Context: an optimization exercise on an open-source flow, tuned for small area, a short achievable clock period and few clock cycles. The choices shown serve that exercise and are no tape-out recipe. Function was checked by simulation only, so behaviour that the tests miss may differ from the original. Power is estimated from default activity; no workload was simulated.

==> run P: inputs <==
Design core, start of the top module:
module core #(
    parameter ADDR_W = 32,
    parameter INST_W = 32,
    parameter DATA_W = 32
)(
    input                   i_clk,
    input                   i_rst_n,
    output [ ADDR_W-1 : 0 ] o_i_addr,
    input  [ INST_W-1 : 0 ] i_i_inst,
    output                  o_d_we,
    output [ ADDR_W-1 : 0 ] o_d_addr,
    output [ DATA_W-1 : 0 ] o_d_wdata,
    input  [ DATA_W-1 : 0 ] i_d_rdata,
    output [        1 : 0 ] o_status,
    output                  o_status_valid
);
export LEC_CHECK = 0
export CAP_MARGIN = 20
export CORE_MARGIN = 2
export CORE_UTILIZATION = 40
export CTS_BUF_LIST = sky130_fd_sc_hd__clkbuf_8
export PLACE_DENSITY = 0.7
export SLEW_MARGIN = 20
create_clock -name core_clock -period 10.0 [get_ports {i_clk}]
standard.sh (not shown) runs the stock make flow with config.mk's settings and CLKGATE_MAP_FILE= SYNTH_SCRIPT=/design/flow/synth_recipe.tcl, a recipe that flattens the netlist after the stock synthesis.
==> flow/flow/run.sh <==
#!/bin/bash
# Layout: the standard flow (standard.sh) with these changes:
#  - repair_timing aims at a setup slack of 7 ns on the 10 ns clock (a 3 ns
#    period), working on the worst path only (TNS_END_PERCENT 0), so the
#    achieved period is pushed down without upsizing every path;
#  - synthesis leaves adders to abc instead of mapping them to full/half
#    adder cells (ADDER_MAP_FILE empty);
#  - the branch-target adder module tgt_add is kept as its own module through
#    abc (then flattened as usual), so abc maps it for its own critical path
#    (it sits on a path from the i_i_inst input);
#  - every port still gets its buffer, but a buf_4 instead of the delay cell
#    buffer_ports picks by default;
cd "$(dirname "$0")/.."
export SETUP_SLACK_MARGIN=7
export TNS_END_PERCENT=0
export ADDER_MAP_FILE=
export SYNTH_KEEP_MODULES=tgt_add
export BUFFER_PORTS_ARGS="-buffer_cell sky130_fd_sc_hd__buf_4"
bash standard.sh > standard.log 2>&1
==> inputs of run X, as changes to run P <==
--- a/flow/design.v
+++ b/flow/design.v
@@ -40,13 +40,13 @@
 wire o_bltu = (op == 6'd17);
 wire o_bgeu = (op == 6'd18);
 wire o_eof  = (op == 6'd19);
 assign is_r    = o_add | o_sub | o_addu | o_subu | o_and | o_or | o_xor | o_slt | o_sll | o_srl;
 assign wr_reg  = is_r | o_addi;
 assign use_imm = o_addi | o_lw | o_sw;
-assign sub     = o_sub | o_subu;
+assign sub     = o_sub | o_subu | o_slt | o_blt | o_bge | o_bltu | o_bgeu;
 assign ovf_s   = o_add | o_sub | o_addi;
 assign ovf_u   = o_addu;
 assign ovf_su  = o_subu;
 assign ovf_sub = o_sub;
 assign lw      = o_lw;
 assign sw      = o_sw;
@@ -64,45 +64,49 @@
     input             i_clk,
     input             i_rst_n,
     input             we,
     input      [4:0]  waddr,
     input      [31:0] wdata,
     input      [4:0]  raddr0,
+    input             rden0,
     input      [4:0]  raddr1,
+    input             rden1,
     output     [31:0] rdata0,
     output     [31:0] rdata1
 );
 reg  [31:0] vld;
+wire [31:0] sel0, sel1;
 wire [31:0] q [0:31];
 genvar i;
 generate
     for (i = 0; i < 32; i = i + 1) begin : g_reg
         reg [31:0] r;
         always @(posedge i_clk) begin
             if (we && waddr == i) r <= wdata;
         end
-        assign q[i] = r;
+        assign q[i]    = r;
+        assign sel0[i] = vld[i] & rden0 & (raddr0 == i);
+        assign sel1[i] = vld[i] & rden1 & (raddr1 == i);
     end
 endgenerate
 always @(posedge i_clk or negedge i_rst_n) begin
     if (!i_rst_n)   vld <= 32'd0;
     else if (we)    vld[waddr] <= 1'b1;
 end
-reg [31:0] lo0, hi0, lo1, hi1;
+reg [31:0] o0, o1;
 integer k;
 always @(*) begin
-    lo0 = 32'd0; hi0 = 32'd0; lo1 = 32'd0; hi1 = 32'd0;
-    for (k = 0; k < 16; k = k + 1) begin
-        lo0 = lo0 | ({32{vld[k]    & (raddr0[3:0] == k)}} & q[k]);
-        hi0 = hi0 | ({32{vld[k+16] & (raddr0[3:0] == k)}} & q[k+16]);
-        lo1 = lo1 | ({32{vld[k]    & (raddr1[3:0] == k)}} & q[k]);
-        hi1 = hi1 | ({32{vld[k+16] & (raddr1[3:0] == k)}} & q[k+16]);
+    o0 = 32'd0;
+    o1 = 32'd0;
+    for (k = 0; k < 32; k = k + 1) begin
+        o0 = o0 | ({32{sel0[k]}} & q[k]);
+        o1 = o1 | ({32{sel1[k]}} & q[k]);
     end
 end
-assign rdata0 = raddr0[4] ? hi0 : lo0;
-assign rdata1 = raddr1[4] ? hi1 : lo1;
+assign rdata0 = o0;
+assign rdata1 = o1;
 endmodule
 module core #(
     parameter ADDR_W = 32,
     parameter INST_W = 32,
     parameter DATA_W = 32
 )(
@@ -129,15 +133,14 @@
 reg  [7:0]  sel_e;
 reg         br_eq_e, br_ne_e, br_gt_e, br_le_e;
 reg  [11:0] tgt_e;
 reg         ovf_t_e, ovf_nt_e;
 reg         pref_e;      
 reg         vm;          
-reg         m_eof, m_is_r, m_brovf;
-reg         m_fs, m_fsub, m_fu, m_fsu, m_fmem;
-reg         m_ovs, m_c32, m_bmin, m_bzero, m_a31, m_memovf;
+reg         m_stop;      
+reg         m_eof, m_ovf, m_is_r;
 reg         m_we, m_ld;
 reg  [4:0]  rd_m;
 reg  [31:0] res_m;       
 reg         d_we;
 reg  [7:0]  d_addr;
 reg         w_we, w_ld;
@@ -184,33 +187,29 @@
     .i_clk  (i_clk),
     .i_rst_n(i_rst_n),
     .we     (rf_we),
     .waddr  (rd_w),
     .wdata  (rf_wdata),
     .raddr0 (rs),
+    .rden0  (1'b1),
     .raddr1 (rt),
+    .rden1  (1'b1),
     .rdata0 (rf_a),
     .rdata1 (rf_b)
 );
 wire [31:0] alu_e;
 wire        dae = ve & wr_e & (rd_e == rs);
 wire        dbe = ve & wr_e & (rd_e == rt);
 wire        dam = m_we & (rd_m == rs);
 wire        dbm = m_we & (rd_m == rt);
 wire        daw = rf_we & (rd_w == rs);
 wire        dbw = rf_we & (rd_w == rt);
-wire        sa_m = ~dae & dam;
-wire        sa_w = ~dae & ~dam & daw;
-wire        sa_r = ~dae & ~dam & ~daw;
-wire        sb_m = ~dbe & dbm;
-wire        sb_w = ~dbe & ~dbm & dbw;
-wire        sb_r = ~dbe & ~dbm & ~dbw;
-wire [31:0] a_rd = ({32{dae}} & alu_e) | ({32{sa_m}} & res_m) | ({32{sa_w}} & rf_wdata)
-                 | ({32{sa_r}} & rf_a);
-wire [31:0] b_rd = ({32{dbe}} & alu_e) | ({32{sb_m}} & res_m) | ({32{sb_w}} & rf_wdata)
-                 | ({32{sb_r}} & rf_b);
+wire [31:0] a_mw = dam ? res_m : (daw ? rf_wdata : rf_a);
+wire [31:0] b_mw = dbm ? res_m : (dbw ? rf_wdata : rf_b);
+wire [31:0] a_rd = dae ? alu_e : a_mw;
+wire [31:0] b_rd = dbe ? alu_e : b_mw;
 wire hz_e = ve & lw_e & ((rd_e == rs) | (d_use_rt & (rd_e == rt)));
 wire hz_m = m_ld & ((rd_m == rs) | (d_use_rt & (rd_m == rt)));
 wire hz   = vd & (hz_e | hz_m);
 wire [11:0] d_tgt;
 wire        d_c12;
 tgt_add tadd (.pc(pc_d), .off(im[11:0]), .tgt(d_tgt), .c12(d_c12));
@@ -224,43 +223,51 @@
 wire [31:0] cv;          
 wire        c32;
 ks_add #(.W(32)) adder (.a(a_e), .b(y), .cin(sub_e), .s(s), .c(cv), .cout(c32));
 wire        b_zero = (b_e == 32'd0);
 wire        b_min  = (b_e == 32'h80000000);
 wire        ov_s = cv[31] ^ c32;
+wire        ov_sub = b_min ? a_e[31] : ov_s;
 wire [23:0] hx = a_e[31:8];
 wire [23:0] hy = imm_x[31:8];
 wire [23:0] hcin = {hx[22:0] | hy[22:0], cv[8]};
 wire        mem_ovf = ~&((hx ^ hy) ~^ hcin);
 wire        eq = (a_e == b_e);
-wire        gt;
-ks_add #(.W(32)) cmp (.a({~a_e[31], a_e[30:0]}), .b({b_e[31], ~b_e[30:0]}), .cin(1'b0),
-                      .s(), .c(), .cout(gt));
-wire        lt = ~gt & ~eq;
+wire        lt = s[31] ^ ov_s;
+wire        gt = ~lt & ~eq;
 wire        sh_big = |b_e[31:5];
-wire [31:0] sll_r = sh_big ? 32'd0 : (a_e << b_e[4:0]);
-wire [31:0] srl_r = sh_big ? 32'd0 : (a_e >> b_e[4:0]);
+reg  [31:0] a_rev, sh_rev;
+integer j;
+always @(*) begin
+    for (j = 0; j < 32; j = j + 1) a_rev[j] = a_e[31-j];
+end
+wire [31:0] sh_in = sel_e[5] ? a_rev : a_e;
+wire [31:0] sh    = sh_in >> b_e[4:0];
+always @(*) begin
+    for (j = 0; j < 32; j = j + 1) sh_rev[j] = sh[31-j];
+end
+wire [31:0] sll_r = sh_big ? 32'd0 : sh_rev;
+wire [31:0] srl_r = sh_big ? 32'd0 : sh;
 assign      alu_e = ({32{sel_e[0]}} & s)
                   | ({32{sel_e[1]}} & (a_e & b_e))
                   | ({32{sel_e[2]}} & (a_e | b_e))
                   | ({32{sel_e[3]}} & (a_e ^ b_e))
                   | ({32{sel_e[4]}} & {31'd0, lt})
                   | ({32{sel_e[5]}} & sll_r)
                   | ({32{sel_e[6]}} & srl_r)
                   | ({32{sel_e[7]}} & b_e);
+wire ovf_e = (ovf_s_e & ~ovf_sub_e & ov_s)
+           | (ovf_sub_e & ov_sub)
+           | (ovf_u_e & c32)
+           | (ovf_su_e & (~c32 | b_zero))
+           | ((lw_e | sw_e) & mem_ovf);
 wire is_br    = br_eq_e | br_ne_e | br_gt_e | br_le_e;
 wire taken    = (br_eq_e & eq) | (br_ne_e & ~eq) | (br_gt_e & gt) | (br_le_e & ~gt);
 wire br_ovf   = is_br & (taken ? ovf_t_e : ovf_nt_e);
 wire e_br     = ve & is_br;
 wire e_tk     = e_br & taken;
-wire m_ovf    = (m_fs & m_ovs)
-              | (m_fsub & (m_bmin ? m_a31 : m_ovs))
-              | (m_fu & m_c32)
-              | (m_fsu & (~m_c32 | m_bzero))
-              | (m_fmem & m_memovf);
-wire m_stop   = m_eof | m_ovf | m_brovf;
 wire kill_e   = halted | (vm & m_stop);   
 wire e_next   = vd & ~hz & ~e_tk;        
 wire d_br     = d_br_eq | d_br_ne | d_br_gt | d_br_le;
 wire d_pref   = vd & d_br & ~e_br;       
 reg  [11:0] fa_n;
 reg         vd_n;
@@ -353,25 +360,15 @@
     br_le_e   <= d_br_le;
     tgt_e     <= d_tgt;
     ovf_t_e   <= d_ovf_t;
     ovf_nt_e  <= d_ovf_nt;
     pref_e    <= d_pref;
     rd_m      <= rd_e;
+    m_stop    <= eof_e | ovf_e | br_ovf;
     m_eof     <= eof_e;
-    m_brovf   <= br_ovf;
-    m_fs      <= ovf_s_e & ~ovf_sub_e;
-    m_fsub    <= ovf_sub_e;
-    m_fu      <= ovf_u_e;
-    m_fsu     <= ovf_su_e;
-    m_fmem    <= lw_e | sw_e;
-    m_ovs     <= ov_s;
-    m_c32     <= c32;
-    m_bmin    <= b_min;
-    m_bzero   <= b_zero;
-    m_a31     <= a_e[31];
-    m_memovf  <= mem_ovf;
+    m_ovf     <= ovf_e;
     m_is_r    <= is_r_e;
     res_m     <= alu_e;
     d_addr    <= s[7:0];
     rd_w      <= rd_m;
     res_w     <= res_m;
 end
==> flow/flow/run.sh (replaced) <==
#!/bin/bash
# Layout: the standard flow (standard.sh) with these changes:
#  - repair_timing aims at a setup slack of 7 ns on the 10 ns clock (a 3 ns
#    period), working on the worst path only (TNS_END_PERCENT 0), so the
#    achieved period is pushed down without upsizing every path;
#  - synthesis leaves adders to abc instead of mapping them to full/half
#    adder cells (ADDER_MAP_FILE empty);
#  - the branch-target adder module tgt_add is kept as its own module through
#    abc (then flattened as usual), so abc maps it for its own critical path
#    (it sits on a path from the i_i_inst input).
# Registers, their names and types are those of the standard synthesis.
cd "$(dirname "$0")/.."
export SETUP_SLACK_MARGIN=7
export TNS_END_PERCENT=0
export ADDER_MAP_FILE=
export SYNTH_KEEP_MODULES=tgt_add
bash standard.sh > standard.log 2>&1
Settings changed: CORE_UTILIZATION 40 to 35, CTS_BUF_LIST sky130_fd_sc_hd__clkbuf_8 to unset, PLACE_DENSITY 0.7 to unset.
==> notes.md <==
Against run X, the via count of run P is smaller by about 3.5%.
Against run P, the non-clock buffer count of run X is higher by 170.
In run X the clock-buffer cell count is lower than in run P, by 38.
Sequential power is about the same in run P and run X.
Clock power: run P is lower than run X (about 17%).
In run X the worst setup slack is lower than in run P, by 0.19 ns.
In run X the clock skew is lower than in run P, by 0.036 ns.
In run P the sequential cell count is higher than in run X, by 10.
Against run P, the combinational power of run X is larger by 9.3%.
Against run X, the die area of run P is smaller by about 11%.
Run X ran to the end with no violations. Run P finished with timing, DRC and antenna clean.
Testbench counts of run P, summed over its fixed seeds: cycles 164,830.
Testbench counts of run X, summed over its fixed seeds: cycles 164,830.

## what the ideal ports hide
No port has a modelled driver above. Below, the same layouts with a new extraction and two added sets of constraints.
Step 1: set_driving_cell puts a clkbuf_16 on i_clk and a buf_2 on each other input, an assumption about the parent block.
Step 2 moves the port delays by t, midway between the first and last clock arrival at a register: inputs arrive t later, outputs are due t later. That takes back most of the time a late clock gives input paths.
a / b / c = no drivers / after step 1 / after step 2; a / b = the first two.
run | t (ns) | setup WS [ns] | worst slew at a driven data input, ns
run P | 1.010 | 6.019 / 5.975 / 4.966 | 0.15
run X | 0.881 | 5.828 / 5.871 / 4.990 | 0.15
After both steps setup and hold are still met in every run listed. The setup slack of run P, which loses most, moves by -0.044 ns with the drivers and by -1.053 ns with both steps.
